Source: an optimization exercise on an open RTL-to-GDS flow (aim: small area and a short achievable clock period). Production flows keep margins and buffers that such runs may drop. No run shown here included a check of the RTL's function; only the layout flow was run.

[config.mk]
export PLATFORM = sky130hd
export DESIGN_NAME = Pipeline_1
export DESIGN_NICKNAME = Pipeline_1
export VERILOG_FILES = /design/flow/design.v
export SDC_FILE = /design/flow/constraint.sdc
export NUM_CORES = 4
export LEC_CHECK = 0
export ABC_AREA = 1
export CAP_MARGIN = 20
export CORE_MARGIN = 2
export CORE_UTILIZATION = 60
export CTS_BUF_LIST = sky130_fd_sc_hd__clkbuf_8
export SLEW_MARGIN = 20
[flow/run.sh]
#!/bin/bash
# Own flow: the standard layout (standard.sh, unchanged synthesis, floorplan,
# power grid, placement, CTS and routing), except that the port buffers that
# global placement inserts are plain sky130_fd_sc_hd__buf_2 cells instead of the
# default delay-cell buffers. make's full output goes to standard.log here; ORFS
# also keeps each step's own log under orfs/logs/.
set -euo pipefail
export BUFFER_PORTS_ARGS="-buffer_cell sky130_fd_sc_hd__buf_2"
export SETUP_SLACK_MARGIN=25
bash standard.sh > standard.log 2>&1
[standard.sh]
#!/bin/bash
# synth_recipe.tcl (not shown) runs the flow's synth.tcl, then flattens the netlist and writes it again
# the make line also repeats each setting of config.mk as NAME=value (left out here)
make -C /OpenROAD-flow-scripts/flow DESIGN_CONFIG=/design/flow/config.mk WORK_HOME=/design/flow/orfs CLKGATE_MAP_FILE= SYNTH_SCRIPT=/design/flow/synth_recipe.tcl "${@:-finish}"
[design.v]
`timescale 1ns / 1ps
module Pipeline_1(
input clk,rst,
input [7:0]a,b,c,d,
output [7:0]out
    );
  wire nd1 = ~d[0];
  wire nd2 = ~d[1];
  wire nd3 = ~d[2];
  wire nd4 = ~d[3];
  wire nd5 = ~d[4];
  wire nd6 = ~d[5];
  wire nd7 = ~d[6];
  wire nd8 = ~d[7];
  wire g9 = a[0] & b[0];
  wire g10 = a[1] & b[1];
  wire g11 = a[2] & b[2];
  wire g12 = a[3] & b[3];
  wire g13 = a[4] & b[4];
  wire g14 = a[5] & b[5];
  wire g15 = a[6] & b[6];
  wire g16 = a[7] & b[7];
  wire x17 = a[0] ^ b[0];
  wire x18 = a[1] ^ b[1];
  wire x19 = a[2] ^ b[2];
  wire x20 = a[3] ^ b[3];
  wire x21 = a[4] ^ b[4];
  wire x22 = a[5] ^ b[5];
  wire x23 = a[6] ^ b[6];
  wire x24 = a[7] ^ b[7];
  wire G25 = g10 | (x18 & g9);
  wire P26 = x18 & x17;
  wire G27 = g12 | (x20 & g11);
  wire P28 = x20 & x19;
  wire G29 = g11 | (x19 & G25);
  wire P30 = x19 & P26;
  wire G31 = G27 | (P28 & G25);
  wire P32 = P28 & P26;
  wire G33 = g14 | (x22 & g13);
  wire P34 = x22 & x21;
  wire G35 = g16 | (x24 & g15);
  wire P36 = x24 & x23;
  wire G37 = g15 | (x23 & G33);
  wire P38 = x23 & P34;
  wire G39 = G35 | (P36 & G33);
  wire P40 = P36 & P34;
  wire G41 = g13 | (x21 & G31);
  wire P42 = x21 & P32;
  wire G43 = G33 | (P34 & G31);
  wire P44 = P34 & P32;
  wire G45 = G37 | (P38 & G31);
  wire P46 = P38 & P32;
  wire G47 = G39 | (P40 & G31);
  wire P48 = P40 & P32;
  wire s49 = x18 ^ g9;
  wire s50 = x19 ^ G25;
  wire s51 = x20 ^ G29;
  wire s52 = x21 ^ G31;
  wire s53 = x22 ^ G41;
  wire s54 = x23 ^ G43;
  wire s55 = x24 ^ G45;
  wire g56 = c[0] & nd1;
  wire g57 = c[1] & nd2;
  wire g58 = c[2] & nd3;
  wire g59 = c[3] & nd4;
  wire g60 = c[4] & nd5;
  wire g61 = c[5] & nd6;
  wire g62 = c[6] & nd7;
  wire g63 = c[7] & nd8;
  wire x64 = c[0] ^ nd1;
  wire x65 = c[1] ^ nd2;
  wire x66 = c[2] ^ nd3;
  wire x67 = c[3] ^ nd4;
  wire x68 = c[4] ^ nd5;
  wire x69 = c[5] ^ nd6;
  wire x70 = c[6] ^ nd7;
  wire x71 = c[7] ^ nd8;
  wire g72 = c[0] | nd1;
  wire G73 = g57 | (x65 & g72);
  wire P74 = x65 & x64;
  wire G75 = g59 | (x67 & g58);
  wire P76 = x67 & x66;
  wire G77 = g58 | (x66 & G73);
  wire P78 = x66 & P74;
  wire G79 = G75 | (P76 & G73);
  wire P80 = P76 & P74;
  wire G81 = g61 | (x69 & g60);
  wire P82 = x69 & x68;
  wire G83 = g63 | (x71 & g62);
  wire P84 = x71 & x70;
  wire G85 = g62 | (x70 & G81);
  wire P86 = x70 & P82;
  wire G87 = G83 | (P84 & G81);
  wire P88 = P84 & P82;
  wire G89 = g60 | (x68 & G79);
  wire P90 = x68 & P80;
  wire G91 = G81 | (P82 & G79);
  wire P92 = P82 & P80;
  wire G93 = G85 | (P86 & G79);
  wire P94 = P86 & P80;
  wire G95 = G87 | (P88 & G79);
  wire P96 = P88 & P80;
  wire s97 = ~x64;
  wire s98 = x65 ^ g72;
  wire s99 = x66 ^ G73;
  wire s100 = x67 ^ G77;
  wire s101 = x68 ^ G79;
  wire s102 = x69 ^ G89;
  wire s103 = x70 ^ G91;
  wire s104 = x71 ^ G93;
  reg [7:0] R1_s, R1_t, R1_d;
  reg R1_v;
  always @(posedge clk) begin
    R1_s <= {s55, s54, s53, s52, s51, s50, s49, x17};
    R1_t <= {s104, s103, s102, s101, s100, s99, s98, s97};
    R1_d <= d;
    R1_v <= ~rst & (|d);
  end
  wire pp105 = R1_s[0] & R1_t[0];
  wire pp106 = R1_s[1] & R1_t[0];
  wire pp107 = R1_s[2] & R1_t[0];
  wire pp108 = R1_s[3] & R1_t[0];
  wire pp109 = R1_s[4] & R1_t[0];
  wire pp110 = R1_s[5] & R1_t[0];
  wire pp111 = R1_s[6] & R1_t[0];
  wire pp112 = R1_s[7] & R1_t[0];
  wire pp113 = R1_s[0] & R1_t[1];
  wire pp114 = R1_s[1] & R1_t[1];
  wire pp115 = R1_s[2] & R1_t[1];
  wire pp116 = R1_s[3] & R1_t[1];
  wire pp117 = R1_s[4] & R1_t[1];
  wire pp118 = R1_s[5] & R1_t[1];
  wire pp119 = R1_s[6] & R1_t[1];
  wire pp120 = R1_s[7] & R1_t[1];
  wire pp121 = R1_s[0] & R1_t[2];
  wire pp122 = R1_s[1] & R1_t[2];
  wire pp123 = R1_s[2] & R1_t[2];
  wire pp124 = R1_s[3] & R1_t[2];
  wire pp125 = R1_s[4] & R1_t[2];
  wire pp126 = R1_s[5] & R1_t[2];
  wire pp127 = R1_s[6] & R1_t[2];
  wire pp128 = R1_s[7] & R1_t[2];
  wire pp129 = R1_s[0] & R1_t[3];
  wire pp130 = R1_s[1] & R1_t[3];
  wire pp131 = R1_s[2] & R1_t[3];
  wire pp132 = R1_s[3] & R1_t[3];
  wire pp133 = R1_s[4] & R1_t[3];
  wire pp134 = R1_s[5] & R1_t[3];
  wire pp135 = R1_s[6] & R1_t[3];
  wire pp136 = R1_s[7] & R1_t[3];
  wire pp137 = R1_s[0] & R1_t[4];
  wire pp138 = R1_s[1] & R1_t[4];
  wire pp139 = R1_s[2] & R1_t[4];
  wire pp140 = R1_s[3] & R1_t[4];
  wire pp141 = R1_s[4] & R1_t[4];
  wire pp142 = R1_s[5] & R1_t[4];
  wire pp143 = R1_s[6] & R1_t[4];
  wire pp144 = R1_s[7] & R1_t[4];
  wire pp145 = R1_s[0] & R1_t[5];
  wire pp146 = R1_s[1] & R1_t[5];
  wire pp147 = R1_s[2] & R1_t[5];
  wire pp148 = R1_s[3] & R1_t[5];
  wire pp149 = R1_s[4] & R1_t[5];
  wire pp150 = R1_s[5] & R1_t[5];
  wire pp151 = R1_s[6] & R1_t[5];
  wire pp152 = R1_s[7] & R1_t[5];
  wire pp153 = R1_s[0] & R1_t[6];
  wire pp154 = R1_s[1] & R1_t[6];
  wire pp155 = R1_s[2] & R1_t[6];
  wire pp156 = R1_s[3] & R1_t[6];
  wire pp157 = R1_s[4] & R1_t[6];
  wire pp158 = R1_s[5] & R1_t[6];
  wire pp159 = R1_s[6] & R1_t[6];
  wire pp160 = R1_s[7] & R1_t[6];
  wire pp161 = R1_s[0] & R1_t[7];
  wire pp162 = R1_s[1] & R1_t[7];
  wire pp163 = R1_s[2] & R1_t[7];
  wire pp164 = R1_s[3] & R1_t[7];
  wire pp165 = R1_s[4] & R1_t[7];
  wire pp166 = R1_s[5] & R1_t[7];
  wire pp167 = R1_s[6] & R1_t[7];
  wire pp168 = R1_s[7] & R1_t[7];
  wire s169 = pp111 ^ pp118;
  wire c170 = pp111 & pp118;
  wire s171 = pp112 ^ pp119 ^ pp126;
  wire c172 = (pp112 & pp119) | (pp126 & (pp112 ^ pp119));
  wire s173 = pp133 ^ pp140;
  wire c174 = pp133 & pp140;
  wire s175 = pp120 ^ pp127 ^ pp134;
  wire c176 = (pp120 & pp127) | (pp134 & (pp120 ^ pp127));
  wire s177 = pp141 ^ pp148;
  wire c178 = pp141 & pp148;
  wire s179 = pp128 ^ pp135 ^ pp142;
  wire c180 = (pp128 & pp135) | (pp142 & (pp128 ^ pp135));
  wire s181 = pp109 ^ pp116;
  wire c182 = pp109 & pp116;
  wire s183 = pp110 ^ pp117 ^ pp124;
  wire c184 = (pp110 & pp117) | (pp124 & (pp110 ^ pp117));
  wire s185 = pp131 ^ pp138;
  wire c186 = pp131 & pp138;
  wire s187 = pp125 ^ pp132 ^ pp139;
  wire c188 = (pp125 & pp132) | (pp139 & (pp125 ^ pp132));
  wire s189 = pp146 ^ pp153 ^ s169;
  wire c190 = (pp146 & pp153) | (s169 & (pp146 ^ pp153));
  wire s191 = pp147 ^ pp154 ^ pp161;
  wire c192 = (pp147 & pp154) | (pp161 & (pp147 ^ pp154));
  wire s193 = c170 ^ s171 ^ s173;
  wire c194 = (c170 & s171) | (s173 & (c170 ^ s171));
  wire s195 = pp155 ^ pp162 ^ c172;
  wire c196 = (pp155 & pp162) | (c172 & (pp155 ^ pp162));
  wire s197 = c174 ^ s175 ^ s177;
  wire c198 = (c174 & s175) | (s177 & (c174 ^ s175));
  wire s199 = pp149 ^ pp156 ^ pp163;
  wire c200 = (pp149 & pp156) | (pp163 & (pp149 ^ pp156));
  wire s201 = c176 ^ c178 ^ s179;
  wire c202 = (c176 & c178) | (s179 & (c176 ^ c178));
  wire s203 = pp136 ^ pp143 ^ pp150;
  wire c204 = (pp136 & pp143) | (pp150 & (pp136 ^ pp143));
  wire s205 = pp157 ^ pp164 ^ c180;
  wire c206 = (pp157 & pp164) | (c180 & (pp157 ^ pp164));
  wire s207 = pp144 ^ pp151 ^ pp158;
  wire c208 = (pp144 & pp151) | (pp158 & (pp144 ^ pp151));
  wire s209 = pp108 ^ pp115;
  wire c210 = pp108 & pp115;
  wire s211 = pp123 ^ pp130 ^ pp137;
  wire c212 = (pp123 & pp130) | (pp137 & (pp123 ^ pp130));
  wire s213 = pp145 ^ c182 ^ s183;
  wire c214 = (pp145 & c182) | (s183 & (pp145 ^ c182));
  wire s215 = c184 ^ c186 ^ s187;
  wire c216 = (c184 & c186) | (s187 & (c184 ^ c186));
  wire s217 = c188 ^ c190 ^ s191;
  wire c218 = (c188 & c190) | (s191 & (c188 ^ c190));
  wire s219 = c192 ^ c194 ^ s195;
  wire c220 = (c192 & c194) | (s195 & (c192 ^ c194));
  wire s221 = c196 ^ c198 ^ s199;
  wire c222 = (c196 & c198) | (s199 & (c196 ^ c198));
  wire s223 = c200 ^ c202 ^ s203;
  wire c224 = (c200 & c202) | (s203 & (c200 ^ c202));
  wire s225 = pp165 ^ c204 ^ c206;
  wire c226 = (pp165 & c204) | (c206 & (pp165 ^ c204));
  wire s227 = pp152 ^ pp159 ^ pp166;
  wire c228 = (pp152 & pp159) | (pp166 & (pp152 ^ pp159));
  wire s229 = pp107 ^ pp114;
  wire c230 = pp107 & pp114;
  wire s231 = pp122 ^ pp129 ^ s209;
  wire c232 = (pp122 & pp129) | (s209 & (pp122 ^ pp129));
  wire s233 = s181 ^ c210 ^ s211;
  wire c234 = (s181 & c210) | (s211 & (s181 ^ c210));
  wire s235 = s185 ^ c212 ^ s213;
  wire c236 = (s185 & c212) | (s213 & (s185 ^ c212));
  wire s237 = s189 ^ c214 ^ s215;
  wire c238 = (s189 & c214) | (s215 & (s189 ^ c214));
  wire s239 = s193 ^ c216 ^ s217;
  wire c240 = (s193 & c216) | (s217 & (s193 ^ c216));
  wire s241 = s197 ^ c218 ^ s219;
  wire c242 = (s197 & c218) | (s219 & (s197 ^ c218));
  wire s243 = s201 ^ c220 ^ s221;
  wire c244 = (s201 & c220) | (s221 & (s201 ^ c220));
  wire s245 = s205 ^ c222 ^ s223;
  wire c246 = (s205 & c222) | (s223 & (s205 ^ c222));
  wire s247 = s207 ^ c224 ^ s225;
  wire c248 = (s207 & c224) | (s225 & (s207 ^ c224));
  wire s249 = c208 ^ c226 ^ s227;
  wire c250 = (c208 & c226) | (s227 & (c208 ^ c226));
  wire s251 = pp160 ^ pp167 ^ c228;
  wire c252 = (pp160 & pp167) | (c228 & (pp160 ^ pp167));
  wire g253 = pp106 & pp113;
  wire g254 = pp121 & s229;
  wire g255 = c230 & s231;
  wire g256 = c232 & s233;
  wire g257 = c234 & s235;
  wire g258 = c236 & s237;
  wire g259 = c238 & s239;
  wire g260 = c240 & s241;
  wire g261 = c242 & s243;
  wire g262 = c244 & s245;
  wire g263 = c246 & s247;
  wire g264 = c248 & s249;
  wire g265 = c250 & s251;
  wire g266 = pp168 & c252;
  wire x267 = pp106 ^ pp113;
  wire x268 = pp121 ^ s229;
  wire x269 = c230 ^ s231;
  wire x270 = c232 ^ s233;
  wire x271 = c234 ^ s235;
  wire x272 = c236 ^ s237;
  wire x273 = c238 ^ s239;
  wire x274 = c240 ^ s241;
  wire x275 = c242 ^ s243;
  wire x276 = c244 ^ s245;
  wire x277 = c246 ^ s247;
  wire x278 = c248 ^ s249;
  wire x279 = c250 ^ s251;
  wire x280 = pp168 ^ c252;
  wire G281 = g253 | (x267 & 1'b0);
  wire P282 = x267 & pp105;
  wire G283 = g255 | (x269 & g254);
  wire P284 = x269 & x268;
  wire G285 = g254 | (x268 & G281);
  wire P286 = x268 & P282;
  wire G287 = G283 | (P284 & G281);
  wire P288 = P284 & P282;
  wire G289 = g257 | (x271 & g256);
  wire P290 = x271 & x270;
  wire G291 = g259 | (x273 & g258);
  wire P292 = x273 & x272;
  wire G293 = g258 | (x272 & G289);
  wire P294 = x272 & P290;
  wire G295 = G291 | (P292 & G289);
  wire P296 = P292 & P290;
  wire G297 = g256 | (x270 & G287);
  wire P298 = x270 & P288;
  wire G299 = G289 | (P290 & G287);
  wire P300 = P290 & P288;
  wire G301 = G293 | (P294 & G287);
  wire P302 = P294 & P288;
  wire G303 = G295 | (P296 & G287);
  wire P304 = P296 & P288;
  wire G305 = g261 | (x275 & g260);
  wire P306 = x275 & x274;
  wire G307 = g263 | (x277 & g262);
  wire P308 = x277 & x276;
  wire G309 = g262 | (x276 & G305);
  wire P310 = x276 & P306;
  wire G311 = G307 | (P308 & G305);
  wire P312 = P308 & P306;
  wire G313 = g265 | (x279 & g264);
  wire P314 = x279 & x278;
  wire G315 = 1'b0 | (1'b0 & g266);
  wire P316 = 1'b0 & x280;
  wire G317 = g266 | (x280 & G313);
  wire P318 = x280 & P314;
  wire G319 = G315 | (P316 & G313);
  wire P320 = P316 & P314;
  wire G321 = g264 | (x278 & G311);
  wire P322 = x278 & P312;
  wire G323 = G313 | (P314 & G311);
  wire P324 = P314 & P312;
  wire G325 = G317 | (P318 & G311);
  wire P326 = P318 & P312;
  wire G327 = G319 | (P320 & G311);
  wire P328 = P320 & P312;
  wire G329 = g260 | (x274 & G303);
  wire P330 = x274 & P304;
  wire G331 = G305 | (P306 & G303);
  wire P332 = P306 & P304;
  wire G333 = G309 | (P310 & G303);
  wire P334 = P310 & P304;
  wire G335 = G311 | (P312 & G303);
  wire P336 = P312 & P304;
  wire G337 = G321 | (P322 & G303);
  wire P338 = P322 & P304;
  wire G339 = G323 | (P324 & G303);
  wire P340 = P324 & P304;
  wire G341 = G325 | (P326 & G303);
  wire P342 = P326 & P304;
  wire G343 = G327 | (P328 & G303);
  wire P344 = P328 & P304;
  wire ps345 = x267 ^ 1'b0;
  wire ps346 = x268 ^ G281;
  wire ps347 = x269 ^ G285;
  wire ps348 = x270 ^ G287;
  wire ps349 = x271 ^ G297;
  wire ps350 = x272 ^ G299;
  wire ps351 = x273 ^ G301;
  wire ps352 = x274 ^ G303;
  wire ps353 = x275 ^ G329;
  wire ps354 = x276 ^ G331;
  wire ps355 = x277 ^ G333;
  wire ps356 = x278 ^ G335;
  wire ps357 = x279 ^ G337;
  wire ps358 = x280 ^ G339;
  wire ps359 = 1'b0 ^ G341;
  wire hz360 = ~(R1_d[1] | R1_d[2] | R1_d[3] | R1_d[4] | R1_d[5] | R1_d[6] | R1_d[7]);
  wire b361 = ~ps359 & R1_d[0];
  wire ge362 = ~b361 & hz360;
  wire r363 = ps359 ^ (ge362 & R1_d[0]);
  wire hz364 = ~(R1_d[2] | R1_d[3] | R1_d[4] | R1_d[5] | R1_d[6] | R1_d[7]);
  wire b365 = ~ps358 & R1_d[0];
  wire b366 = (r363 ^ R1_d[1]) ? ~r363 : b365;
  wire ge367 = ~b366 & hz364;
  wire r368 = ps358 ^ (ge367 & R1_d[0]);
  wire r369 = r363 ^ (ge367 & (R1_d[1] ^ b365));
  wire hz370 = ~(R1_d[3] | R1_d[4] | R1_d[5] | R1_d[6] | R1_d[7]);
  wire b371 = ~ps357 & R1_d[0];
  wire b372 = (r368 ^ R1_d[1]) ? ~r368 : b371;
  wire b373 = (r369 ^ R1_d[2]) ? ~r369 : b372;
  wire ge374 = ~b373 & hz370;
  wire r375 = ps357 ^ (ge374 & R1_d[0]);
  wire r376 = r368 ^ (ge374 & (R1_d[1] ^ b371));
  wire r377 = r369 ^ (ge374 & (R1_d[2] ^ b372));
  wire hz378 = ~(R1_d[4] | R1_d[5] | R1_d[6] | R1_d[7]);
  wire b379 = ~ps356 & R1_d[0];
  wire b380 = (r375 ^ R1_d[1]) ? ~r375 : b379;
  wire b381 = (r376 ^ R1_d[2]) ? ~r376 : b380;
  wire b382 = (r377 ^ R1_d[3]) ? ~r377 : b381;
  wire ge383 = ~b382 & hz378;
  wire r384 = ps356 ^ (ge383 & R1_d[0]);
  wire r385 = r375 ^ (ge383 & (R1_d[1] ^ b379));
  wire r386 = r376 ^ (ge383 & (R1_d[2] ^ b380));
  wire r387 = r377 ^ (ge383 & (R1_d[3] ^ b381));
  wire hz388 = ~(R1_d[5] | R1_d[6] | R1_d[7]);
  wire b389 = ~ps355 & R1_d[0];
  wire b390 = (r384 ^ R1_d[1]) ? ~r384 : b389;
  wire b391 = (r385 ^ R1_d[2]) ? ~r385 : b390;
  wire b392 = (r386 ^ R1_d[3]) ? ~r386 : b391;
  wire b393 = (r387 ^ R1_d[4]) ? ~r387 : b392;
  wire ge394 = ~b393 & hz388;
  wire r395 = ps355 ^ (ge394 & R1_d[0]);
  wire r396 = r384 ^ (ge394 & (R1_d[1] ^ b389));
  wire r397 = r385 ^ (ge394 & (R1_d[2] ^ b390));
  wire r398 = r386 ^ (ge394 & (R1_d[3] ^ b391));
  wire r399 = r387 ^ (ge394 & (R1_d[4] ^ b392));
  wire hz400 = ~(R1_d[6] | R1_d[7]);
  wire b401 = ~ps354 & R1_d[0];
  wire b402 = (r395 ^ R1_d[1]) ? ~r395 : b401;
  wire b403 = (r396 ^ R1_d[2]) ? ~r396 : b402;
  wire b404 = (r397 ^ R1_d[3]) ? ~r397 : b403;
  wire b405 = (r398 ^ R1_d[4]) ? ~r398 : b404;
  wire b406 = (r399 ^ R1_d[5]) ? ~r399 : b405;
  wire ge407 = ~b406 & hz400;
  wire r408 = ps354 ^ (ge407 & R1_d[0]);
  wire r409 = r395 ^ (ge407 & (R1_d[1] ^ b401));
  wire r410 = r396 ^ (ge407 & (R1_d[2] ^ b402));
  wire r411 = r397 ^ (ge407 & (R1_d[3] ^ b403));
  wire r412 = r398 ^ (ge407 & (R1_d[4] ^ b404));
  wire r413 = r399 ^ (ge407 & (R1_d[5] ^ b405));
  reg [9:0] R2_p;
  reg [5:0] R2_r;
  reg [7:0] R2_d;
  reg R2_v;
  always @(posedge clk) begin
    R2_p <= {ps353, ps352, ps351, ps350, ps349, ps348, ps347, ps346, ps345, pp105};
    R2_r <= {r413, r412, r411, r410, r409, r408};
    R2_d <= {R1_d[7], R1_d[6], R1_d[5], R1_d[4], R1_d[3], R1_d[2], R1_d[1], R1_d[0]};
    R2_v <= ~rst & R1_v;
  end
  wire hz414 = ~(R2_d[7]);
  wire b415 = ~R2_p[9] & R2_d[0];
  wire b416 = (R2_r[0] ^ R2_d[1]) ? ~R2_r[0] : b415;
  wire b417 = (R2_r[1] ^ R2_d[2]) ? ~R2_r[1] : b416;
  wire b418 = (R2_r[2] ^ R2_d[3]) ? ~R2_r[2] : b417;
  wire b419 = (R2_r[3] ^ R2_d[4]) ? ~R2_r[3] : b418;
  wire b420 = (R2_r[4] ^ R2_d[5]) ? ~R2_r[4] : b419;
  wire b421 = (R2_r[5] ^ R2_d[6]) ? ~R2_r[5] : b420;
  wire ge422 = ~b421 & hz414;
  wire r423 = R2_p[9] ^ (ge422 & R2_d[0]);
  wire r424 = R2_r[0] ^ (ge422 & (R2_d[1] ^ b415));
  wire r425 = R2_r[1] ^ (ge422 & (R2_d[2] ^ b416));
  wire r426 = R2_r[2] ^ (ge422 & (R2_d[3] ^ b417));
  wire r427 = R2_r[3] ^ (ge422 & (R2_d[4] ^ b418));
  wire r428 = R2_r[4] ^ (ge422 & (R2_d[5] ^ b419));
  wire r429 = R2_r[5] ^ (ge422 & (R2_d[6] ^ b420));
  wire b430 = ~R2_p[8] & R2_d[0];
  wire b431 = (r423 ^ R2_d[1]) ? ~r423 : b430;
  wire b432 = (r424 ^ R2_d[2]) ? ~r424 : b431;
  wire b433 = (r425 ^ R2_d[3]) ? ~r425 : b432;
  wire b434 = (r426 ^ R2_d[4]) ? ~r426 : b433;
  wire b435 = (r427 ^ R2_d[5]) ? ~r427 : b434;
  wire b436 = (r428 ^ R2_d[6]) ? ~r428 : b435;
  wire b437 = (r429 ^ R2_d[7]) ? ~r429 : b436;
  wire ge438 = ~b437;
  wire r439 = R2_p[8] ^ (ge438 & R2_d[0]);
  wire r440 = r423 ^ (ge438 & (R2_d[1] ^ b430));
  wire r441 = r424 ^ (ge438 & (R2_d[2] ^ b431));
  wire r442 = r425 ^ (ge438 & (R2_d[3] ^ b432));
  wire r443 = r426 ^ (ge438 & (R2_d[4] ^ b433));
  wire r444 = r427 ^ (ge438 & (R2_d[5] ^ b434));
  wire r445 = r428 ^ (ge438 & (R2_d[6] ^ b435));
  wire r446 = r429 ^ (ge438 & (R2_d[7] ^ b436));
  wire b447 = ~R2_p[7] & R2_d[0];
  wire b448 = (r439 ^ R2_d[1]) ? ~r439 : b447;
  wire b449 = (r440 ^ R2_d[2]) ? ~r440 : b448;
  wire b450 = (r441 ^ R2_d[3]) ? ~r441 : b449;
  wire b451 = (r442 ^ R2_d[4]) ? ~r442 : b450;
  wire b452 = (r443 ^ R2_d[5]) ? ~r443 : b451;
  wire b453 = (r444 ^ R2_d[6]) ? ~r444 : b452;
  wire b454 = (r445 ^ R2_d[7]) ? ~r445 : b453;
  wire ge455 = r446 | ~b454;
  wire r456 = R2_p[7] ^ (ge455 & R2_d[0]);
  wire r457 = r439 ^ (ge455 & (R2_d[1] ^ b447));
  wire r458 = r440 ^ (ge455 & (R2_d[2] ^ b448));
  wire r459 = r441 ^ (ge455 & (R2_d[3] ^ b449));
  wire r460 = r442 ^ (ge455 & (R2_d[4] ^ b450));
  wire r461 = r443 ^ (ge455 & (R2_d[5] ^ b451));
  wire r462 = r444 ^ (ge455 & (R2_d[6] ^ b452));
  wire r463 = r445 ^ (ge455 & (R2_d[7] ^ b453));
  wire b464 = ~R2_p[6] & R2_d[0];
  wire b465 = (r456 ^ R2_d[1]) ? ~r456 : b464;
  wire b466 = (r457 ^ R2_d[2]) ? ~r457 : b465;
  wire b467 = (r458 ^ R2_d[3]) ? ~r458 : b466;
  wire b468 = (r459 ^ R2_d[4]) ? ~r459 : b467;
  wire b469 = (r460 ^ R2_d[5]) ? ~r460 : b468;
  wire b470 = (r461 ^ R2_d[6]) ? ~r461 : b469;
  wire b471 = (r462 ^ R2_d[7]) ? ~r462 : b470;
  wire ge472 = r463 | ~b471;
  wire r473 = R2_p[6] ^ (ge472 & R2_d[0]);
  wire r474 = r456 ^ (ge472 & (R2_d[1] ^ b464));
  wire r475 = r457 ^ (ge472 & (R2_d[2] ^ b465));
  wire r476 = r458 ^ (ge472 & (R2_d[3] ^ b466));
  wire r477 = r459 ^ (ge472 & (R2_d[4] ^ b467));
  wire r478 = r460 ^ (ge472 & (R2_d[5] ^ b468));
  wire r479 = r461 ^ (ge472 & (R2_d[6] ^ b469));
  wire r480 = r462 ^ (ge472 & (R2_d[7] ^ b470));
  wire b481 = ~R2_p[5] & R2_d[0];
  wire b482 = (r473 ^ R2_d[1]) ? ~r473 : b481;
  wire b483 = (r474 ^ R2_d[2]) ? ~r474 : b482;
  wire b484 = (r475 ^ R2_d[3]) ? ~r475 : b483;
  wire b485 = (r476 ^ R2_d[4]) ? ~r476 : b484;
  wire b486 = (r477 ^ R2_d[5]) ? ~r477 : b485;
  wire b487 = (r478 ^ R2_d[6]) ? ~r478 : b486;
  wire b488 = (r479 ^ R2_d[7]) ? ~r479 : b487;
  wire ge489 = r480 | ~b488;
  wire r490 = R2_p[5] ^ (ge489 & R2_d[0]);
  wire r491 = r473 ^ (ge489 & (R2_d[1] ^ b481));
  wire r492 = r474 ^ (ge489 & (R2_d[2] ^ b482));
  wire r493 = r475 ^ (ge489 & (R2_d[3] ^ b483));
  wire r494 = r476 ^ (ge489 & (R2_d[4] ^ b484));
  wire r495 = r477 ^ (ge489 & (R2_d[5] ^ b485));
  wire r496 = r478 ^ (ge489 & (R2_d[6] ^ b486));
  wire r497 = r479 ^ (ge489 & (R2_d[7] ^ b487));
  wire b498 = ~R2_p[4] & R2_d[0];
  wire b499 = (r490 ^ R2_d[1]) ? ~r490 : b498;
  wire b500 = (r491 ^ R2_d[2]) ? ~r491 : b499;
  wire b501 = (r492 ^ R2_d[3]) ? ~r492 : b500;
  wire b502 = (r493 ^ R2_d[4]) ? ~r493 : b501;
  wire b503 = (r494 ^ R2_d[5]) ? ~r494 : b502;
  wire b504 = (r495 ^ R2_d[6]) ? ~r495 : b503;
  wire b505 = (r496 ^ R2_d[7]) ? ~r496 : b504;
  wire ge506 = r497 | ~b505;
  wire r507 = R2_p[4] ^ (ge506 & R2_d[0]);
  wire r508 = r490 ^ (ge506 & (R2_d[1] ^ b498));
  wire r509 = r491 ^ (ge506 & (R2_d[2] ^ b499));
  wire r510 = r492 ^ (ge506 & (R2_d[3] ^ b500));
  wire r511 = r493 ^ (ge506 & (R2_d[4] ^ b501));
  wire r512 = r494 ^ (ge506 & (R2_d[5] ^ b502));
  wire r513 = r495 ^ (ge506 & (R2_d[6] ^ b503));
  wire r514 = r496 ^ (ge506 & (R2_d[7] ^ b504));
  wire b515 = ~R2_p[3] & R2_d[0];
  wire b516 = (r507 ^ R2_d[1]) ? ~r507 : b515;
  wire b517 = (r508 ^ R2_d[2]) ? ~r508 : b516;
  wire b518 = (r509 ^ R2_d[3]) ? ~r509 : b517;
  wire b519 = (r510 ^ R2_d[4]) ? ~r510 : b518;
  wire b520 = (r511 ^ R2_d[5]) ? ~r511 : b519;
  wire b521 = (r512 ^ R2_d[6]) ? ~r512 : b520;
  wire b522 = (r513 ^ R2_d[7]) ? ~r513 : b521;
  wire ge523 = r514 | ~b522;
  wire r524 = R2_p[3] ^ (ge523 & R2_d[0]);
  wire r525 = r507 ^ (ge523 & (R2_d[1] ^ b515));
  wire r526 = r508 ^ (ge523 & (R2_d[2] ^ b516));
  wire r527 = r509 ^ (ge523 & (R2_d[3] ^ b517));
  wire r528 = r510 ^ (ge523 & (R2_d[4] ^ b518));
  wire r529 = r511 ^ (ge523 & (R2_d[5] ^ b519));
  wire r530 = r512 ^ (ge523 & (R2_d[6] ^ b520));
  wire r531 = r513 ^ (ge523 & (R2_d[7] ^ b521));
  reg [2:0] R3_p;
  reg [7:0] R3_r;
  reg [4:0] R3_q;
  reg [7:0] R3_d;
  reg R3_v;
  always @(posedge clk) begin
    R3_p <= {R2_p[2], R2_p[1], R2_p[0]};
    R3_r <= {r531, r530, r529, r528, r527, r526, r525, r524};
    R3_q <= {ge455, ge472, ge489, ge506, ge523};
    R3_d <= {R2_d[7], R2_d[6], R2_d[5], R2_d[4], R2_d[3], R2_d[2], R2_d[1], R2_d[0]};
    R3_v <= ~rst & R2_v;
  end
  wire b532 = ~R3_p[2] & R3_d[0];
  wire b533 = (R3_r[0] ^ R3_d[1]) ? ~R3_r[0] : b532;
  wire b534 = (R3_r[1] ^ R3_d[2]) ? ~R3_r[1] : b533;
  wire b535 = (R3_r[2] ^ R3_d[3]) ? ~R3_r[2] : b534;
  wire b536 = (R3_r[3] ^ R3_d[4]) ? ~R3_r[3] : b535;
  wire b537 = (R3_r[4] ^ R3_d[5]) ? ~R3_r[4] : b536;
  wire b538 = (R3_r[5] ^ R3_d[6]) ? ~R3_r[5] : b537;
  wire b539 = (R3_r[6] ^ R3_d[7]) ? ~R3_r[6] : b538;
  wire ge540 = R3_r[7] | ~b539;
  wire r541 = R3_p[2] ^ (ge540 & R3_d[0]);
  wire r542 = R3_r[0] ^ (ge540 & (R3_d[1] ^ b532));
  wire r543 = R3_r[1] ^ (ge540 & (R3_d[2] ^ b533));
  wire r544 = R3_r[2] ^ (ge540 & (R3_d[3] ^ b534));
  wire r545 = R3_r[3] ^ (ge540 & (R3_d[4] ^ b535));
  wire r546 = R3_r[4] ^ (ge540 & (R3_d[5] ^ b536));
  wire r547 = R3_r[5] ^ (ge540 & (R3_d[6] ^ b537));
  wire r548 = R3_r[6] ^ (ge540 & (R3_d[7] ^ b538));
  wire b549 = ~R3_p[1] & R3_d[0];
  wire b550 = (r541 ^ R3_d[1]) ? ~r541 : b549;
  wire b551 = (r542 ^ R3_d[2]) ? ~r542 : b550;
  wire b552 = (r543 ^ R3_d[3]) ? ~r543 : b551;
  wire b553 = (r544 ^ R3_d[4]) ? ~r544 : b552;
  wire b554 = (r545 ^ R3_d[5]) ? ~r545 : b553;
  wire b555 = (r546 ^ R3_d[6]) ? ~r546 : b554;
  wire b556 = (r547 ^ R3_d[7]) ? ~r547 : b555;
  wire ge557 = r548 | ~b556;
  wire r558 = R3_p[1] ^ (ge557 & R3_d[0]);
  wire r559 = r541 ^ (ge557 & (R3_d[1] ^ b549));
  wire r560 = r542 ^ (ge557 & (R3_d[2] ^ b550));
  wire r561 = r543 ^ (ge557 & (R3_d[3] ^ b551));
  wire r562 = r544 ^ (ge557 & (R3_d[4] ^ b552));
  wire r563 = r545 ^ (ge557 & (R3_d[5] ^ b553));
  wire r564 = r546 ^ (ge557 & (R3_d[6] ^ b554));
  wire r565 = r547 ^ (ge557 & (R3_d[7] ^ b555));
  wire b566 = ~R3_p[0] & R3_d[0];
  wire b567 = (r558 ^ R3_d[1]) ? ~r558 : b566;
  wire b568 = (r559 ^ R3_d[2]) ? ~r559 : b567;
  wire b569 = (r560 ^ R3_d[3]) ? ~r560 : b568;
  wire b570 = (r561 ^ R3_d[4]) ? ~r561 : b569;
  wire b571 = (r562 ^ R3_d[5]) ? ~r562 : b570;
  wire b572 = (r563 ^ R3_d[6]) ? ~r563 : b571;
  wire b573 = (r564 ^ R3_d[7]) ? ~r564 : b572;
  wire ge574 = r565 | ~b573;
  wire r575 = R3_p[0] ^ (ge574 & R3_d[0]);
  wire r576 = r558 ^ (ge574 & (R3_d[1] ^ b566));
  wire r577 = r559 ^ (ge574 & (R3_d[2] ^ b567));
  wire r578 = r560 ^ (ge574 & (R3_d[3] ^ b568));
  wire r579 = r561 ^ (ge574 & (R3_d[4] ^ b569));
  wire r580 = r562 ^ (ge574 & (R3_d[5] ^ b570));
  wire r581 = r563 ^ (ge574 & (R3_d[6] ^ b571));
  wire r582 = r564 ^ (ge574 & (R3_d[7] ^ b572));
  assign out = {R3_q[4], R3_q[3], R3_q[2], R3_q[1], R3_q[0], ge540, ge557, ge574} & {8{R3_v}};
endmodule
[constraint.sdc]
create_clock -name core_clock -period 36.0 [get_ports {clk}]
set_input_delay 7.2000 -clock core_clock [delete_from_list [all_inputs] [get_ports {clk}]]
set_output_delay 7.2000 -clock core_clock [all_outputs]
set_load 0.01 [all_outputs]
==> impl_metrics.toml, run 1 <==
[yosys]
synth_top_area_share_pct = 19.0
ys_top_cells_by_count = "nand2_1, inv_1, nand3_1, xor2_1, dfxtp_1"
synthTopCellsByArea = "dfxtp_1, nand2_1, fa_1"
ys_seq_elements = 75
synth_ff_type = "dfxtp_1"
yosysMostFrequentCell = "nand2_1"
yosysSeqAreaShare_pct = 19.0
yosys_warnings = 1
syn_area_per_cell_sq_um = 6.84
synthDistinctLibCells = 45
synth_area_sq_um = 7890
ys_async_sr_fraction_pct = 0
synth_largest_area_cell = "dfxtp_1"
synth_edf_count = 0
postSynthCellCount = 1153
synth_nets = 1264

[sta]
setup_viol = 0
setup_slack_ns = 22.56
fmax_ghz = 0.0744
rsz0062_at_grt = "yes"
final_max_slew_viol_count = 0
hold_ws_ns = 0.329
clock_skew_ns = 0.0104
finalCritPeriodShare_pct = 37.3
slew_headroom_pct = 50.4
finalHoldViolCount = 0
final.setup.tns_ns = 0
min_period_ns = 13.45
tightest_slew_ns = 0.742

[floorplanning]
fp.dieH_um = 119
io_pins = 42
initial_core_util_pct = 62.0
chipWidth_um = 119
die_area_sq_um = 14100
core.rowCount = 41
core_area_sq_um = 12700

[layout]
post-route-cell-area_sq_um = 8700
final_cell_count_no_fill = 1382
nets = 1316
num_antenna_cells = 0
drive_above_1_share_pct = 16.5
area_delta_synth_final_pct = 10.3
final_util_pct = 68.4

[drt]
drt_iter0_drc = 291
drc = 0
finalWirelength_mm = 15.8
dr.pass1.iters = 5
routedWlPerCell_um = 11.4
ant_nets = 0
vias = 6886
viasPerCell = 4.98

[setup_path]
cp-start-kind = "flip-flop"
r2r-end = "R3_r[0]$_DFF_P_"
critPathMaxFanout = 2
critPathRequiredTime_ns = 28.80
reg2reg_from = "R2_d[3]$_DFF_P_"
path_common_cell = "buf_4"
cp_slowest_cell = "dfxtp_2"
cp.arrival_ns = 6.24
regToRegSetupSlack_ns = 26.95
rr_worst_depth = 75
cpPeakStageDelay_ns = 0.33
cp-end-kind = "output port"
crit_type = "flip-flop to output port"

[clocking]
clk_latency_ns = 0.37
cts_sinks = 75
clkTransAtPathRegs_ns = 0.08
cts_buffers = 9
cts_max_level = 3
clock_path_buffers = 2
clk_root_buffer_cell = "clkbuf_8"
cts_tree = "built"
ctsHoldBuffers = 0

[place]
place_ws_ns = 22.88
io_buffers = 41
place_congestion = 0.839
dpl_cell_area_sq_um = 8170
dp_hpwl_mm = 12.4
placed_cells = 1332

[grt]
antenna_found_initial = 0
overflow = 0
grt_pass1_wl_mm = 27.7
grt_start_max_net_pins = 21
grt_pass1_vias = 6542
groute.usage.overall_pct = 23.8

[run]
maxCapViolations = 0

[hold_path]
holdPathStages = 0
hold_path_class = "flip-flop to flip-flop"
hold_end = "R3_p[2]$_DFF_P_"
min_from = "R2_p[2]$_DFF_P_"

[status]
status = "no timing/DRC/antenna violations"
==> final cells by class <==
class | instances | area, sq um
Fill cell | 1186 | 4020
Tap cell | 172 | 215
Sequential cell | 75 | 1510
Inverter | 224 | 843
Clock inverter | 7 | 70.1
Multi-Input combinational cell | 819 | 5460
Clock buffer | 9 | 124
Timing Repair Buffer | 76 | 482
==> critical path: cells and delay by family, from the launching register on <==
family          cells  cell delay (ns)
compound gates     12             1.81
simple gates       20             1.88
buf+inv            13             1.47
xor+xnor            2             0.37
flops               1             0.33
==> routing by layer <==
layer | global-route usage [%] | share of wire (%)
met4 | 8.26 | 2.1
met1 | 26.9 | 43
met2 | 44.5 | 52
met5 | 0 | 0
met3 | 4.30 | 3.4
==> repair_timing <==
action,4_1_cts,5_1_grt
endpoints found under the setup margin,2,2
pin swaps,2,22
buffers inserted,30,4
resized for setup,5,19
==> cells by family after synthesis <==
logic type / synth area share, %
DFF: 19.0
and+or+nand+nor: 33.6
adders and majority gates: 16.8
buffers and inverters: 13.1
AOI/OAI and AO/OA: 5.52
xor gates and xnor gates: 12.0
==> how the worst max path moves through the flow <==
| stage | startpoint | to | slack [ns] | cells after the start |
|---|---|---|---|---|
| after CTS | R3_p[2]$_DFF_P_ | out[0] | 22.93 | 46 |
| after detailed placement | R3_p[2]$_DFF_P_ | out[0] | 22.88 | 45 |
| after floorplan | R3_p[2]$_DFF_P_ | out[0] | 23.62 | 44 |
| final | R3_p[2]$_DFF_P_ | out[0] | 22.56 | 47 |
| after global placement | R3_p[2]$_DFF_P_ | out[0] | 23.04 | 45 |
| after global routing | R3_p[2]$_DFF_P_ | out[0] | 22.06 | 47 |
==> layout by cell type, fill, tap and decap left out, types with 13 or more instances in the layout <==
master / count
nand2_1: 323
buf_4: 33
inv_1: 219
nand2_2: 34
nand3_2: 28
nor2_1: 35
ha_1: 33
nand3_1: 98
o21ai_0: 18
xnor2_1: 13
buf_2: 40
a21oi_1: 23
fa_1: 44
dfxtp_1: 72
nand3b_1: 18
xor2_1: 81
==> registers in the layout, summed over array words and instances, names as in the netlist <==
register / flops
R2_p: 10
R2_r: 6
R1_d: 8
R1_t: 8
R3_r: 8
R3_v: 1
R3_q: 5
R3_d: 8
R2_v: 1
R3_p: 3
R2_d: 8
R1_s: 8
R1_v: 1
==> run 2, diff against run 1 <==
--- a/design.v
+++ b/design.v
@@ -566,55 +566,82 @@
     R3_v <= ~rst & R2_v;
   end
-  wire b532 = ~R3_p[2] & R3_d[0];
-  wire b533 = (R3_r[0] ^ R3_d[1]) ? ~R3_r[0] : b532;
-  wire b534 = (R3_r[1] ^ R3_d[2]) ? ~R3_r[1] : b533;
-  wire b535 = (R3_r[2] ^ R3_d[3]) ? ~R3_r[2] : b534;
-  wire b536 = (R3_r[3] ^ R3_d[4]) ? ~R3_r[3] : b535;
-  wire b537 = (R3_r[4] ^ R3_d[5]) ? ~R3_r[4] : b536;
-  wire b538 = (R3_r[5] ^ R3_d[6]) ? ~R3_r[5] : b537;
-  wire b539 = (R3_r[6] ^ R3_d[7]) ? ~R3_r[6] : b538;
-  wire ge540 = R3_r[7] | ~b539;
-  wire r541 = R3_p[2] ^ (ge540 & R3_d[0]);
-  wire r542 = R3_r[0] ^ (ge540 & (R3_d[1] ^ b532));
-  wire r543 = R3_r[1] ^ (ge540 & (R3_d[2] ^ b533));
-  wire r544 = R3_r[2] ^ (ge540 & (R3_d[3] ^ b534));
-  wire r545 = R3_r[3] ^ (ge540 & (R3_d[4] ^ b535));
-  wire r546 = R3_r[4] ^ (ge540 & (R3_d[5] ^ b536));
-  wire r547 = R3_r[5] ^ (ge540 & (R3_d[6] ^ b537));
-  wire r548 = R3_r[6] ^ (ge540 & (R3_d[7] ^ b538));
-  wire b549 = ~R3_p[1] & R3_d[0];
-  wire b550 = (r541 ^ R3_d[1]) ? ~r541 : b549;
-  wire b551 = (r542 ^ R3_d[2]) ? ~r542 : b550;
-  wire b552 = (r543 ^ R3_d[3]) ? ~r543 : b551;
-  wire b553 = (r544 ^ R3_d[4]) ? ~r544 : b552;
-  wire b554 = (r545 ^ R3_d[5]) ? ~r545 : b553;
-  wire b555 = (r546 ^ R3_d[6]) ? ~r546 : b554;
-  wire b556 = (r547 ^ R3_d[7]) ? ~r547 : b555;
-  wire ge557 = r548 | ~b556;
-  wire r558 = R3_p[1] ^ (ge557 & R3_d[0]);
-  wire r559 = r541 ^ (ge557 & (R3_d[1] ^ b549));
-  wire r560 = r542 ^ (ge557 & (R3_d[2] ^ b550));
-  wire r561 = r543 ^ (ge557 & (R3_d[3] ^ b551));
-  wire r562 = r544 ^ (ge557 & (R3_d[4] ^ b552));
-  wire r563 = r545 ^ (ge557 & (R3_d[5] ^ b553));
-  wire r564 = r546 ^ (ge557 & (R3_d[6] ^ b554));
-  wire r565 = r547 ^ (ge557 & (R3_d[7] ^ b555));
-  wire b566 = ~R3_p[0] & R3_d[0];
-  wire b567 = (r558 ^ R3_d[1]) ? ~r558 : b566;
-  wire b568 = (r559 ^ R3_d[2]) ? ~r559 : b567;
-  wire b569 = (r560 ^ R3_d[3]) ? ~r560 : b568;
-  wire b570 = (r561 ^ R3_d[4]) ? ~r561 : b569;
-  wire b571 = (r562 ^ R3_d[5]) ? ~r562 : b570;
-  wire b572 = (r563 ^ R3_d[6]) ? ~r563 : b571;
-  wire b573 = (r564 ^ R3_d[7]) ? ~r564 : b572;
-  wire ge574 = r565 | ~b573;
-  wire r575 = R3_p[0] ^ (ge574 & R3_d[0]);
-  wire r576 = r558 ^ (ge574 & (R3_d[1] ^ b566));
-  wire r577 = r559 ^ (ge574 & (R3_d[2] ^ b567));
-  wire r578 = r560 ^ (ge574 & (R3_d[3] ^ b568));
-  wire r579 = r561 ^ (ge574 & (R3_d[4] ^ b569));
-  wire r580 = r562 ^ (ge574 & (R3_d[5] ^ b570));
-  wire r581 = r563 ^ (ge574 & (R3_d[6] ^ b571));
-  wire r582 = r564 ^ (ge574 & (R3_d[7] ^ b572));
-  assign out = {R3_q[4], R3_q[3], R3_q[2], R3_q[1], R3_q[0], ge540, ge557, ge574} & {8{R3_v}};
+  wire [7:0] seg3_out;
+  Pipeline_1_seg3 u_seg3 (
+    .p({R3_p[2], R3_p[1], R3_p[0]}),
+    .r({R3_r[7], R3_r[6], R3_r[5], R3_r[4], R3_r[3], R3_r[2], R3_r[1], R3_r[0]}),
+    .q({R3_q[4], R3_q[3], R3_q[2], R3_q[1], R3_q[0]}),
+    .d({R3_d[7], R3_d[6], R3_d[5], R3_d[4], R3_d[3], R3_d[2], R3_d[1], R3_d[0]}),
+    .v({R3_v}),
+    .o_out(seg3_out)
+  );
+  assign out = {seg3_out[7], seg3_out[6], seg3_out[5], seg3_out[4], seg3_out[3], seg3_out[2], seg3_out[1], seg3_out[0]};
+endmodule
+module Pipeline_1_seg3(
+  input [2:0] p,
+  input [7:0] r,
+  input [4:0] q,
+  input [7:0] d,
+  input [0:0] v,
+  output [7:0] o_out
+);
+  wire b1 = ~p[2] & d[0];
+  wire b2 = (r[0] ^ d[1]) ? ~r[0] : b1;
+  wire b3 = (r[1] ^ d[2]) ? ~r[1] : b2;
+  wire b4 = (r[2] ^ d[3]) ? ~r[2] : b3;
+  wire b5 = (r[3] ^ d[4]) ? ~r[3] : b4;
+  wire b6 = (r[4] ^ d[5]) ? ~r[4] : b5;
+  wire b7 = (r[5] ^ d[6]) ? ~r[5] : b6;
+  wire b8 = (r[6] ^ d[7]) ? ~r[6] : b7;
+  wire ge9 = r[7] | ~b8;
+  wire r10 = p[2] ^ (ge9 & d[0]);
+  wire r11 = r[0] ^ (ge9 & (d[1] ^ b1));
+  wire r12 = r[1] ^ (ge9 & (d[2] ^ b2));
+  wire r13 = r[2] ^ (ge9 & (d[3] ^ b3));
+  wire r14 = r[3] ^ (ge9 & (d[4] ^ b4));
+  wire r15 = r[4] ^ (ge9 & (d[5] ^ b5));
+  wire r16 = r[5] ^ (ge9 & (d[6] ^ b6));
+  wire r17 = r[6] ^ (ge9 & (d[7] ^ b7));
+  wire b18 = ~p[1] & d[0];
+  wire b19 = (r10 ^ d[1]) ? ~r10 : b18;
+  wire b20 = (r11 ^ d[2]) ? ~r11 : b19;
+  wire b21 = (r12 ^ d[3]) ? ~r12 : b20;
+  wire b22 = (r13 ^ d[4]) ? ~r13 : b21;
+  wire b23 = (r14 ^ d[5]) ? ~r14 : b22;
+  wire b24 = (r15 ^ d[6]) ? ~r15 : b23;
+  wire b25 = (r16 ^ d[7]) ? ~r16 : b24;
+  wire ge26 = r17 | ~b25;
+  wire r27 = p[1] ^ (ge26 & d[0]);
+  wire r28 = r10 ^ (ge26 & (d[1] ^ b18));
+  wire r29 = r11 ^ (ge26 & (d[2] ^ b19));
+  wire r30 = r12 ^ (ge26 & (d[3] ^ b20));
+  wire r31 = r13 ^ (ge26 & (d[4] ^ b21));
+  wire r32 = r14 ^ (ge26 & (d[5] ^ b22));
+  wire r33 = r15 ^ (ge26 & (d[6] ^ b23));
+  wire r34 = r16 ^ (ge26 & (d[7] ^ b24));
+  wire b35 = ~p[0] & d[0];
+  wire b36 = (r27 ^ d[1]) ? ~r27 : b35;
+  wire b37 = (r28 ^ d[2]) ? ~r28 : b36;
+  wire b38 = (r29 ^ d[3]) ? ~r29 : b37;
+  wire b39 = (r30 ^ d[4]) ? ~r30 : b38;
+  wire b40 = (r31 ^ d[5]) ? ~r31 : b39;
+  wire b41 = (r32 ^ d[6]) ? ~r32 : b40;
+  wire b42 = (r33 ^ d[7]) ? ~r33 : b41;
+  wire ge43 = r34 | ~b42;
+  wire r44 = p[0] ^ (ge43 & d[0]);
+  wire r45 = r27 ^ (ge43 & (d[1] ^ b35));
+  wire r46 = r28 ^ (ge43 & (d[2] ^ b36));
+  wire r47 = r29 ^ (ge43 & (d[3] ^ b37));
+  wire r48 = r30 ^ (ge43 & (d[4] ^ b38));
+  wire r49 = r31 ^ (ge43 & (d[5] ^ b39));
+  wire r50 = r32 ^ (ge43 & (d[6] ^ b40));
+  wire r51 = r33 ^ (ge43 & (d[7] ^ b41));
+  wire o52 = ge43 & v[0];
+  wire o53 = ge26 & v[0];
+  wire o54 = ge9 & v[0];
+  wire o55 = q[0] & v[0];
+  wire o56 = q[1] & v[0];
+  wire o57 = q[2] & v[0];
+  wire o58 = q[3] & v[0];
+  wire o59 = q[4] & v[0];
+  assign o_out = {o59, o58, o57, o56, o55, o54, o53, o52};
 endmodule
==> flow/run.sh (replaced) <==
#!/bin/bash
# Own flow: the standard layout (standard.sh, run whole and unchanged:
# synthesis with the standard flow's synthesis script, floorplan, power grid, tap cells,
# placement, CTS and routing) with two settings passed through the environment:
#  - the port buffers that global placement inserts on every input and output
#    are sky130_fd_sc_hd__buf_2 cells instead of the default delay-cell buffers;
#  - timing repair (repair_timing in floorplan, CTS and global route) aims for a
#    setup slack of 25 ns at the design's 36 ns clock, so it sizes up the
#    slowest paths; the clock period and constraints are the design's.
# make's full output goes to standard.log here; ORFS also keeps each step's own
# log under orfs/logs/.
set -euo pipefail
export BUFFER_PORTS_ARGS="-buffer_cell sky130_fd_sc_hd__buf_2"
export SETUP_SLACK_MARGIN=25
bash standard.sh > standard.log 2>&1
--- a/config.mk
+++ b/config.mk
@@ -12,2 +12,4 @@
 export CTS_BUF_LIST = sky130_fd_sc_hd__clkbuf_8
 export SLEW_MARGIN = 20
+export SYNTH_HIERARCHICAL = 1
+export SYNTH_MINIMUM_KEEP_SIZE = 0
==> run 2 against run 1 <==
Still clean on timing, DRC and antenna. Clock skew is 0.0015 ns higher. Utilization is 4.1 points lower. First-iteration DRC count is 28% lower. Sequential share of layout area is 0.43 points lower. Cell area is 2.6% higher.
==> impl_metrics.toml, run 2 <==
[grt]
overflow = 0
groute.usage.overall_pct = 21.6
grt_pass1_wl_mm = 26.9
antenna_found_initial = 0
grt_start_max_net_pins = 24
grt_pass1_vias = 6467

[clocking]
clock_path_buffers = 2
clkTransAtPathRegs_ns = 0.08
clk_root_buffer_cell = "clkbuf_8"
clk_latency_ns = 0.37
cts_max_level = 3
cts_sinks = 75
cts_buffers = 9
ctsHoldBuffers = 0
cts_tree = "built"

[drt]
routedWlPerCell_um = 10.5
finalWirelength_mm = 15.2
drt_iter0_drc = 210
viasPerCell = 4.80
drc = 0
ant_nets = 0
vias = 6963
dr.pass1.iters = 5

[sta]
min_period_ns = 10.58
slew_headroom_pct = 55.5
clock_skew_ns = 0.0119
rsz0062_at_grt = "no"
fmax_ghz = 0.0945
final_max_slew_viol_count = 0
finalCritPeriodShare_pct = 29.4
setup_viol = 0
finalHoldViolCount = 0
final.setup.tns_ns = 0
tightest_slew_ns = 0.666

[setup_path]
critPathRequiredTime_ns = 28.80
cp-end-kind = "output port"
regToRegSetupSlack_ns = 26.40
cp_slowest_cell = "dfxtp_2"
cpPeakStageDelay_ns = 0.34
crit_type = "flip-flop to output port"
path_common_cell = "nand3_2"
cp.arrival_ns = 3.38
critPathMaxFanout = 6
cp-start-kind = "flip-flop"

[yosys]
synth_nets = 1367
synth_ff_type = "dfxtp_1"
ys_seq_elements = 75
synthDistinctLibCells = 48
synth_top_area_share_pct = 17.6
synth_area_sq_um = 8540
postSynthCellCount = 1256
synthTopCellsByArea = "dfxtp_1, nand2_1, inv_1"
synth_largest_area_cell = "dfxtp_1"
yosys_warnings = 7
ys_top_cells_by_count = "nand2_1, inv_1, nand3_1, xor2_1, dfxtp_1"
synth_edf_count = 0
yosysMostFrequentCell = "nand2_1"
syn_area_per_cell_sq_um = 6.80
ys_async_sr_fraction_pct = 0
yosysSeqAreaShare_pct = 17.6

[place]
io_buffers = 41
place_congestion = 0.828
dp_hpwl_mm = 12.8
dpl_cell_area_sq_um = 8640

[layout]
largest_register = "R2_p"
seqCellArea_sq_um = 1510
largest_register_ffs = 10
final_util_pct = 64.3
post-route-cell-area_sq_um = 8930
num_antenna_cells = 0
nets = 1377
drive_above_1_share_pct = 15.2
fill_cells = 1391
multiInputGateArea_sq_um = 5810
final_common_cell = "nand2_1"
mostFrequentLayoutCells = "nand2_1, inv_1, nand3_1, xor2_1, dfxtp_1"
area_delta_synth_final_pct = 4.50

[floorplanning]
chipWidth_um = 123
die_area_sq_um = 15200
initial_core_util_pct = 61.5
core_area_sq_um = 13900
core.rowCount = 43
fp.dieH_um = 123
io_pins = 42

[status]
status = "no timing/DRC/antenna violations"

[hold_path]
hold_path_class = "flip-flop to flip-flop"

[run]
maxCapViolations = 0
==> run 2: cell types whose count changed after synthesis, sizes merged, moves of 3 or more <==
cell,delta
nand3b,-13
clkbuf,+5
o21ai,+10
a21oi,-8
xor2,+5
nand3,+22
buf,+7
nand2,+59
maj3,-3
inv,+25
==> run 2: routing by layer <==
layer	share of wire (%)	track usage (%)	vias to the layer above
li1	-	-	3792
met1	46	25.0	3093
met2	50	41.3	68
met3	2.4	3.83	10
met4	0.93	4.47	0
met5	0	0	-
==> run 2: cells by family (layout without fill, tap and decap cells) <==
family	count (synthesis)	after routing	synth area share [%]
DFF	75	75	17.6
AOI/OAI and AO/OA	68	68	4.60
xor gates and xnor gates	108	108	12.3
buffers and inverters	297	310	15.1
and+or+nand+nor	631	633	35.3
adders and majority gates	77	77	15.1
==> run 2: path summary, 6_finish.rpt <==
check | startpoint | endpoint | depth (start not counted)
max | R3_d[1]$_DFF_P_ | out[0] | 30
min | R2_p[2]$_DFF_P_ | R3_p[2]$_DFF_P_ | 0
max reg2reg | R1_t[2]$_DFF_P_ | R2_r[2]$_DFF_P_ | 70
min reg2reg | R2_p[2]$_DFF_P_ | R3_p[2]$_DFF_P_ | 0
==> run 2: timing repair <==
item	4_1_cts	5_1_grt
endpoints found under the setup margin	0	1
gates resized for setup	0	13
setup buffers	0	1
==> run 2: critical path, delay by kind of cell, from the launching register on <==
| kind | cells | cell delay [ns] |
|---|---|---|
| compound gates | 1 | 0.10 |
| xor+xnor | 1 | 0.30 |
| buf+inv | 6 | 0.58 |
| flops | 1 | 0.34 |
| simple gates | 22 | 1.67 |
==> run 2: layout make-up <==
class,instances,share of cell area [%]
clock buffers,11,1.70
inverters,250,10.5
clock inverters,5,0.673
multi-input cells,886,65.1
repair buffers,44,2.55
well taps,180,2.52
flip-flops and latches,75,16.9
==> run 2: modules after synthesis (local to each module, per instance) <==
module / cell area [sq um] / flops+latches / times used / cells
Pipeline_1_seg3: 1080 / 0 / 1 / 208
Pipeline_1: 7470 / 75 / 1 / 1048
==> run 2: metrics by stage <==
step	setup WS (ns)	hold WS (ns)	instances
after floorplan	26.04	0.310	1256
after global placement	25.78	0.311	1432
after detailed placement	25.73	0.318	1432
after CTS	25.31	0.336	1448
after global routing	25.01	0.339	1451
final	25.42	0.333	1451

afterwards: timing with drivers on the ports:
No port has a modelled driver above. Below, the same layouts with a new extraction and two added sets of constraints. Step 1 assumes that a clkbuf_16 drives the clock port and a buf_2 every other input. Step 2 adds t to the input delays and takes it off the output delays; t is the mean of the earliest and latest rising clock arrival at the registers after step 1. Input paths then give back, and output paths get back, about the clock's delay inside the block. Slacks: no drivers / after step 1 / after step 2; pairs: no drivers / after step 1.
run	t (ns)	setup WS [ns]	worst setup path at the end	clock arrival spread, ns	slew at the worst register clock pin (ns)
run 1	0.403	22.555 / 22.519 / 22.923	register to output	0.013 / 0.013	0.09 / 0.09
run 2	0.395	25.422 / 25.388 / 25.783	register to output	0.013 / 0.012	0.08 / 0.08
After both steps every run listed still meets setup and hold.
